This is an optimization exercise on Yosys and OpenROAD, whose aim is small area and a short achievable clock period, not a production implementation.
Function was checked by simulation only, so behaviour that the tests miss may differ from the original.
No activity file was given, so power comes from the tool's default toggle rates.

==> trial 85 <==
## cpu
module cpu(CLK, RESET, EN_L, Iin, Din, PC, NextPC, DataA, DataB, DataC, DataD, MW);
==> module cpu, before the edit <==
module cpu(CLK, RESET, EN_L, Iin, Din, PC, NextPC, DataA, DataB, DataC, DataD, MW);
  input         CLK;
  input         RESET;
  input         EN_L;
  input  [15:0] Iin;
  input  [7:0]  Din;
  output [7:0]  PC;
  output [7:0]  NextPC;
  output [7:0]  DataA;
  output [7:0]  DataB;
  output [7:0]  DataC;
  output [7:0]  DataD;
  output        MW;
  reg  [7:1] pc_q;
  reg        EN_LPrev;
  reg  [7:0] r0, r1, r2, r3, r4, r5, r6, r7;
  wire useA, useB, doSub, doAdd, selC, isLB, isLBc, isBr, isHALT, LD;
  wire ndoAnd, ndoOr, doRsh, doSra, doSll;
  wire [2:0] DR;
  wire [7:0] k;
  cpu_ctrl ctrl (.I(Iin), .RESET(RESET), .isLBc(isLBc), .useA(useA), .useB(useB), .doSub(doSub), .doAdd(doAdd), .selC(selC),
                 .ndoAnd(ndoAnd), .ndoOr(ndoOr), .doRsh(doRsh), .doSra(doSra), .doSll(doSll),
                 .isLB(isLB), .isSB(MW), .isBr(isBr), .isHALT(isHALT), .LD(LD),
                 .DR(DR), .k(k));
  wire [7:0] sa, sb, a, b;
  cpu_dec3 dec_a (.s(Iin[11:9]), .y(sa));
  cpu_dec3 dec_b (.s(Iin[8:6]), .y(sb));
  genvar i;
  generate
    for (i = 0; i < 8; i = i + 1) begin : rd
      wire [7:0] ri = {r7[i], r6[i], r5[i], r4[i], r3[i], r2[i], r1[i], r0[i]};
      cpu_rd8  pa (.s(sa), .r(ri), .y(a[i]));
      cpu_rd8  pb (.s(sb), .r(ri), .y(b[i]));
    end
  endgenerate
  assign DataB = b;
  wire nuseA;
  g_inv iua (.a(useA), .y(nuseA));
  generate
    for (i = 0; i < 8; i = i + 1) begin : am
      wire m1, m0;
      g_nand2 n1 (.a(useA), .b(a[i]), .y(m1));
      g_nand2 n0 (.a(nuseA), .b(r0[i]), .y(m0));
      g_nand2 n2 (.a(m1), .b(m0), .y(DataA[i]));
    end
  endgenerate
  wire [7:0] sum, ang, ant;
  wire [7:0] ap;
  cpu_add8 add (.a(a), .b(b), .useB(useB), .k(k), .ci(doSub), .s(sum), .ng(ang), .nt(ant), .p(ap));
  wire [7:0] nother, notherC;
  generate
    for (i = 0; i < 8; i = i + 1) begin : oth
      cpu_oth1 o (.ng(ang[i]), .nt(ant[i]), .al(i > 0 ? DataA[i-1] : 1'b0),
                  .ar(i < 7 ? DataA[i+1] : DataA[7]), .din(Din[i]),
                  .isLB(isLBc), .ndoAnd(ndoAnd), .ndoOr(ndoOr),
                  .doRsh(i < 7 ? doRsh : doSra), .doSll(doSll),
                  .nD(nother[i]), .nC(notherC[i]));
    end
  endgenerate
  generate
    for (i = 0; i < 8; i = i + 1) begin : res
      wire sd, sc;
      g_nand2 d0 (.a(sum[i]), .b(doAdd), .y(sd));
      g_nand2 d1 (.a(sd), .b(nother[i]), .y(DataD[i]));
      g_nand2 c0 (.a(sum[i]), .b(selC), .y(sc));
      g_nand2 c1 (.a(sc), .b(notherC[i]), .y(DataC[i]));
    end
  endgenerate
  wire halt = isHALT & ~EN_L & EN_LPrev;
  wire taken, ntaken;
  wire [7:1] pc_inc, pc_br, npc;
  wire eq0, eq1;
  g_nand4 e0 (.a(ap[0]), .b(ap[1]), .c(ap[2]), .d(ap[3]), .y(eq0));
  g_nand4 e1 (.a(ap[4]), .b(ap[5]), .c(ap[6]), .d(ap[7]), .y(eq1));
  cpu_taken tk (.neq0(eq0), .neq1(eq1), .a7(a[7]), .op(Iin[13:12]), .isBr(isBr), .RESET(RESET), .taken(taken), .ntaken(ntaken));
  cpu_pcinc pi (.pc(pc_q), .halt(halt), .inc(pc_inc));
  cpu_pcbr  pb (.pc(pc_q), .off(Iin[5:0]), .br(pc_br));
  generate
    for (i = 1; i < 8; i = i + 1) begin : ps
      wire m1, m0;
      g_nand2 n1 (.a(taken), .b(pc_br[i]), .y(m1));
      g_nand2 n0 (.a(ntaken), .b(pc_inc[i]), .y(m0));
      g_nand2 n2 (.a(m1), .b(m0), .y(npc[i]));
    end
  endgenerate
  assign NextPC = {npc, 1'b0};
  assign PC = {pc_q, 1'b0};
  wire [7:0] we = {8{RESET}} | ({8{LD}} & (8'd1 << DR));
  always @(posedge CLK) begin
    EN_LPrev <= EN_L;
    pc_q <= npc;                   
    if (we[0]) r0 <= DataC;
    if (we[1]) r1 <= DataC;
    if (we[2]) r2 <= DataC;
    if (we[3]) r3 <= DataC;
    if (we[4]) r4 <= DataC;
    if (we[5]) r5 <= DataC;
    if (we[6]) r6 <= DataC;
    if (we[7]) r7 <= DataC;
  end
endmodule
==> module cpu_taken, before the edit <==
module cpu_taken(neq0, neq1, a7, op, isBr, RESET, taken, ntaken);
  input  neq0, neq1, a7;
  input  [1:0] op;
  input  isBr, RESET;
  output taken, ntaken;
  wire eq = ~(neq0 | neq1);
  wire t = isBr & (op[1] ? (a7 ^ ~op[0]) : (eq ^ op[0]));
  assign taken = t & ~RESET;
  assign ntaken = ~t & ~RESET;
endmodule
==> flow/config.mk <==
export PLATFORM = sky130hd
export DESIGN_NAME = cpu
export DESIGN_NICKNAME = cpu
export VERILOG_FILES = /design/flow/design.v
export SDC_FILE = /design/flow/constraint.sdc
export NUM_CORES = 4
export LEC_CHECK = 0
export CAP_MARGIN = 20
export CORE_MARGIN = 2
export CORE_UTILIZATION = 60
export CTS_BUF_LIST = sky130_fd_sc_hd__clkbuf_8
export SETUP_SLACK_MARGIN = 4.0
export SLEW_MARGIN = 20
export SYNTH_HIERARCHICAL = 1
==> flow/constraint.sdc <==
create_clock -name core_clock -period 11.5 [get_ports {CLK}]
set_input_delay 2.3000 -clock core_clock [delete_from_list [all_inputs] [get_ports {CLK}]]
set_output_delay 2.3000 -clock core_clock [all_outputs]
set_load 0.01 [all_outputs]
standard.sh (not shown) runs the stock make flow with config.mk's settings and CLKGATE_MAP_FILE= SYNTH_SCRIPT=/design/flow/synth_recipe.tcl, a recipe that flattens the netlist after the stock synthesis.
==> flow/flow/run.sh <==
#!/bin/bash
# The standard layout (the standard.sh), with two changes: the input and output ports are
# buffered by
# clock tree synthesis inserts no dummy loads.
set -euo pipefail
export BUFFER_PORTS_ARGS="-buffer_cell sky130_fd_sc_hd__buf_1"
export CTS_ARGS="-sink_clustering_enable -repair_clock_nets -buf_list sky130_fd_sc_hd__clkbuf_8 -dont_use_dummy_load"
bash standard.sh > flow_make.log 2>&1
==> trial 74: changes against trial 85 <==
==> flow/flow/run.sh (replaced) <==
#!/bin/bash
# The standard layout (the standard.sh), with the input and output ports buffered by
# sky130_fd_sc_hd__buf_2 instead of the cell buffer_ports picks by default.
set -euo pipefail
export BUFFER_PORTS_ARGS="-buffer_cell sky130_fd_sc_hd__buf_2"
bash standard.sh > flow_make.log 2>&1
--- a/flow/config.mk
+++ b/flow/config.mk
@@ -10,5 +10,5 @@
 export CORE_UTILIZATION = 60
 export CTS_BUF_LIST = sky130_fd_sc_hd__clkbuf_8
-export SETUP_SLACK_MARGIN = 4.0
+export SETUP_SLACK_MARGIN = 3.7
 export SLEW_MARGIN = 20
 export SYNTH_HIERARCHICAL = 1
==> build 19: changes against trial 85 <==
--- a/flow/design.v
+++ b/flow/design.v
@@ -619,4 +619,5 @@
     end
   endgenerate
+  wire [7:0] wdat;
   generate
     for (i = 0; i < 8; i = i + 1) begin : res
@@ -626,4 +627,5 @@
       g_nand2 c0 (.a(sum[i]), .b(selC), .y(sc));
       g_nand2 c1 (.a(sc), .b(notherC[i]), .y(DataC[i]));
+      g_nand2 w1 (.a(sc), .b(notherC[i]), .y(wdat[i]));
     end
   endgenerate
@@ -634,5 +636,15 @@
   g_nand4 e0 (.a(ap[0]), .b(ap[1]), .c(ap[2]), .d(ap[3]), .y(eq0));
   g_nand4 e1 (.a(ap[4]), .b(ap[5]), .c(ap[6]), .d(ap[7]), .y(eq1));
-  cpu_taken tk (.neq0(eq0), .neq1(eq1), .a7(a[7]), .op(Iin[13:12]), .isBr(isBr), .RESET(RESET), .taken(taken), .ntaken(ntaken));
+  wire tx, ty, ntx, nty, eq, neq, m0, m1, m2, m3;
+  cpu_taken tk (.a7(a[7]), .op(Iin[13:12]), .isBr(isBr), .RESET(RESET), .tx(tx), .ty(ty),
+                .ntx(ntx), .nty(nty));
+  g_nor2  te (.a(eq0), .b(eq1), .y(eq));
+  g_or2   tn (.a(eq0), .b(eq1), .y(neq));
+  g_nand2 t0 (.a(eq), .b(tx), .y(m0));
+  g_nand2 t1 (.a(neq), .b(ty), .y(m1));
+  g_nand2 t2 (.a(m0), .b(m1), .y(taken));
+  g_nand2 t3 (.a(eq), .b(ntx), .y(m2));
+  g_nand2 t4 (.a(neq), .b(nty), .y(m3));
+  g_nand2 t5 (.a(m2), .b(m3), .y(ntaken));
   cpu_pcinc pi (.pc(pc_q), .halt(halt), .inc(pc_inc));
   cpu_pcbr  pb (.pc(pc_q), .off(Iin[5:0]), .br(pc_br));
@@ -651,12 +663,12 @@
     EN_LPrev <= EN_L;
     pc_q <= npc;                   
-    if (we[0]) r0 <= DataC;
-    if (we[1]) r1 <= DataC;
-    if (we[2]) r2 <= DataC;
-    if (we[3]) r3 <= DataC;
-    if (we[4]) r4 <= DataC;
-    if (we[5]) r5 <= DataC;
-    if (we[6]) r6 <= DataC;
-    if (we[7]) r7 <= DataC;
+    if (we[0]) r0 <= wdat;
+    if (we[1]) r1 <= wdat;
+    if (we[2]) r2 <= wdat;
+    if (we[3]) r3 <= wdat;
+    if (we[4]) r4 <= wdat;
+    if (we[5]) r5 <= wdat;
+    if (we[6]) r6 <= wdat;
+    if (we[7]) r7 <= wdat;
   end
 endmodule
@@ -775,13 +787,15 @@
   g_xor2  s7 (.a(p[7]), .b(c7), .y(s[7]));
 endmodule
-module cpu_taken(neq0, neq1, a7, op, isBr, RESET, taken, ntaken);
-  input  neq0, neq1, a7;
+module cpu_taken(a7, op, isBr, RESET, tx, ty, ntx, nty);
+  input  a7;
   input  [1:0] op;
   input  isBr, RESET;
-  output taken, ntaken;
-  wire eq = ~(neq0 | neq1);
-  wire t = isBr & (op[1] ? (a7 ^ ~op[0]) : (eq ^ op[0]));
-  assign taken = t & ~RESET;
-  assign ntaken = ~t & ~RESET;
+  output tx, ty, ntx, nty;
+  wire run = isBr & ~RESET;
+  wire sgn = a7 ^ ~op[0];                    
+  assign tx = run & (op[1] ? sgn : ~op[0]);   
+  assign ty = run & (op[1] ? sgn : op[0]);    
+  assign ntx = ~RESET & ~tx;
+  assign nty = ~RESET & ~ty;
 endmodule
 module cpu_pcinc(pc, halt, inc);
==> flow/flow/run.sh (replaced) <==
#!/bin/bash
# The standard layout (the standard.sh), with two changes: the input and output ports are
# buffered by sky130_fd_sc_hd__buf_2 instead of the cell buffer_ports picks by default, and
# clock tree synthesis inserts no dummy loads.
set -euo pipefail
export BUFFER_PORTS_ARGS="-buffer_cell sky130_fd_sc_hd__buf_2"
export CTS_ARGS="-sink_clustering_enable -repair_clock_nets -buf_list sky130_fd_sc_hd__clkbuf_8 -dont_use_dummy_load"
bash standard.sh > flow_make.log 2>&1
--- a/flow/config.mk
+++ b/flow/config.mk
@@ -10,5 +10,5 @@
 export CORE_UTILIZATION = 60
 export CTS_BUF_LIST = sky130_fd_sc_hd__clkbuf_8
-export SETUP_SLACK_MARGIN = 4.0
+export SETUP_SLACK_MARGIN = 4.3
 export SLEW_MARGIN = 20
 export SYNTH_HIERARCHICAL = 1
==> flow_summary.yaml <==
run_status:
  status: "no timing/DRC/antenna violations"
timing:
  clock.fmax_mhz: 140
  final.period_utilization: 0.621
placement:
  dpl_worst_slack_ns: 3.58
layout:
  mostFrequentLayoutCells: "121 x nand2_1, 70 x buf_2, 64 x edfxtp_1"
synth:
  synth_area_um2: 4700
  ys_types: 47
pwr:
  swShare: 0.369
clocking:
  cts-resized-gates: 21
setup_path:
  r2r-end: "r4[4]"
(the above is from build 19)
==> flow_summary.yaml <==
run_status:
  status: "no timing/DRC/antenna violations"
pwr:
  swShare: 0.364
synth:
  synth_area_um2: 4610
clocking:
  cts-resized-gates: 31
timing:
  clock.fmax_mhz: 135
  final.period_utilization: 0.642
layout:
  mostFrequentLayoutCells: "104 x nand2_1, 64 x edfxtp_1, 62 x a22oi_1"
placement:
  dpl_worst_slack_ns: 3.15
(the above is from trial 85)
==> flow_summary.yaml <==
clocking:
  cts-resized-gates: 9
timing:
  final.period_utilization: 0.662
  clock.fmax_mhz: 131
run_status:
  status: "no timing/DRC/antenna violations"
placement:
  dpl_worst_slack_ns: 3.34
synth:
  ys_types: 48
pwr:
  swShare: 0.350
(the above is from trial 74)

-- port drivers added, routing unchanged --
In the flow no input, the clock included, has a driving cell. The finished layouts below were timed again as built, in two steps.
Step 1: set_driving_cell puts a clkbuf_16 on CLK and a buf_2 on each other input, an assumption about the parent block.
Step 2 times the ports against the registers' clock, not the clock port: input delays grow and output delays shrink by t, the midpoint of the rising clock arrivals with the driver on.
Slacks: ideal / step 1 / step 2; pairs: ideal / step 1.
| run | t, ns | slack for setup (ns) | hold slack, ns | worst setup path after step 2 | worst data-port slew with drivers (ns) |
|---|---|---|---|---|---|
| trial 85 | 0.378 | 4.112 / 4.077 / 4.077 | 0.628 / 0.628 / 0.628 | input to output | 0.04 |
| trial 74 | 0.387 | 3.884 / 3.851 / 3.851 | 0.620 / 0.620 / 0.620 | input to output | 0.04 |
| build 19 | 0.380 | 4.364 / 4.338 / 4.338 | 0.608 / 0.608 / 0.608 | input to output | 0.04 |
After both steps every run listed still meets setup and hold. The setup slack of trial 85, which loses most, moves by -0.035 ns with the drivers and by -0.035 ns with both steps.
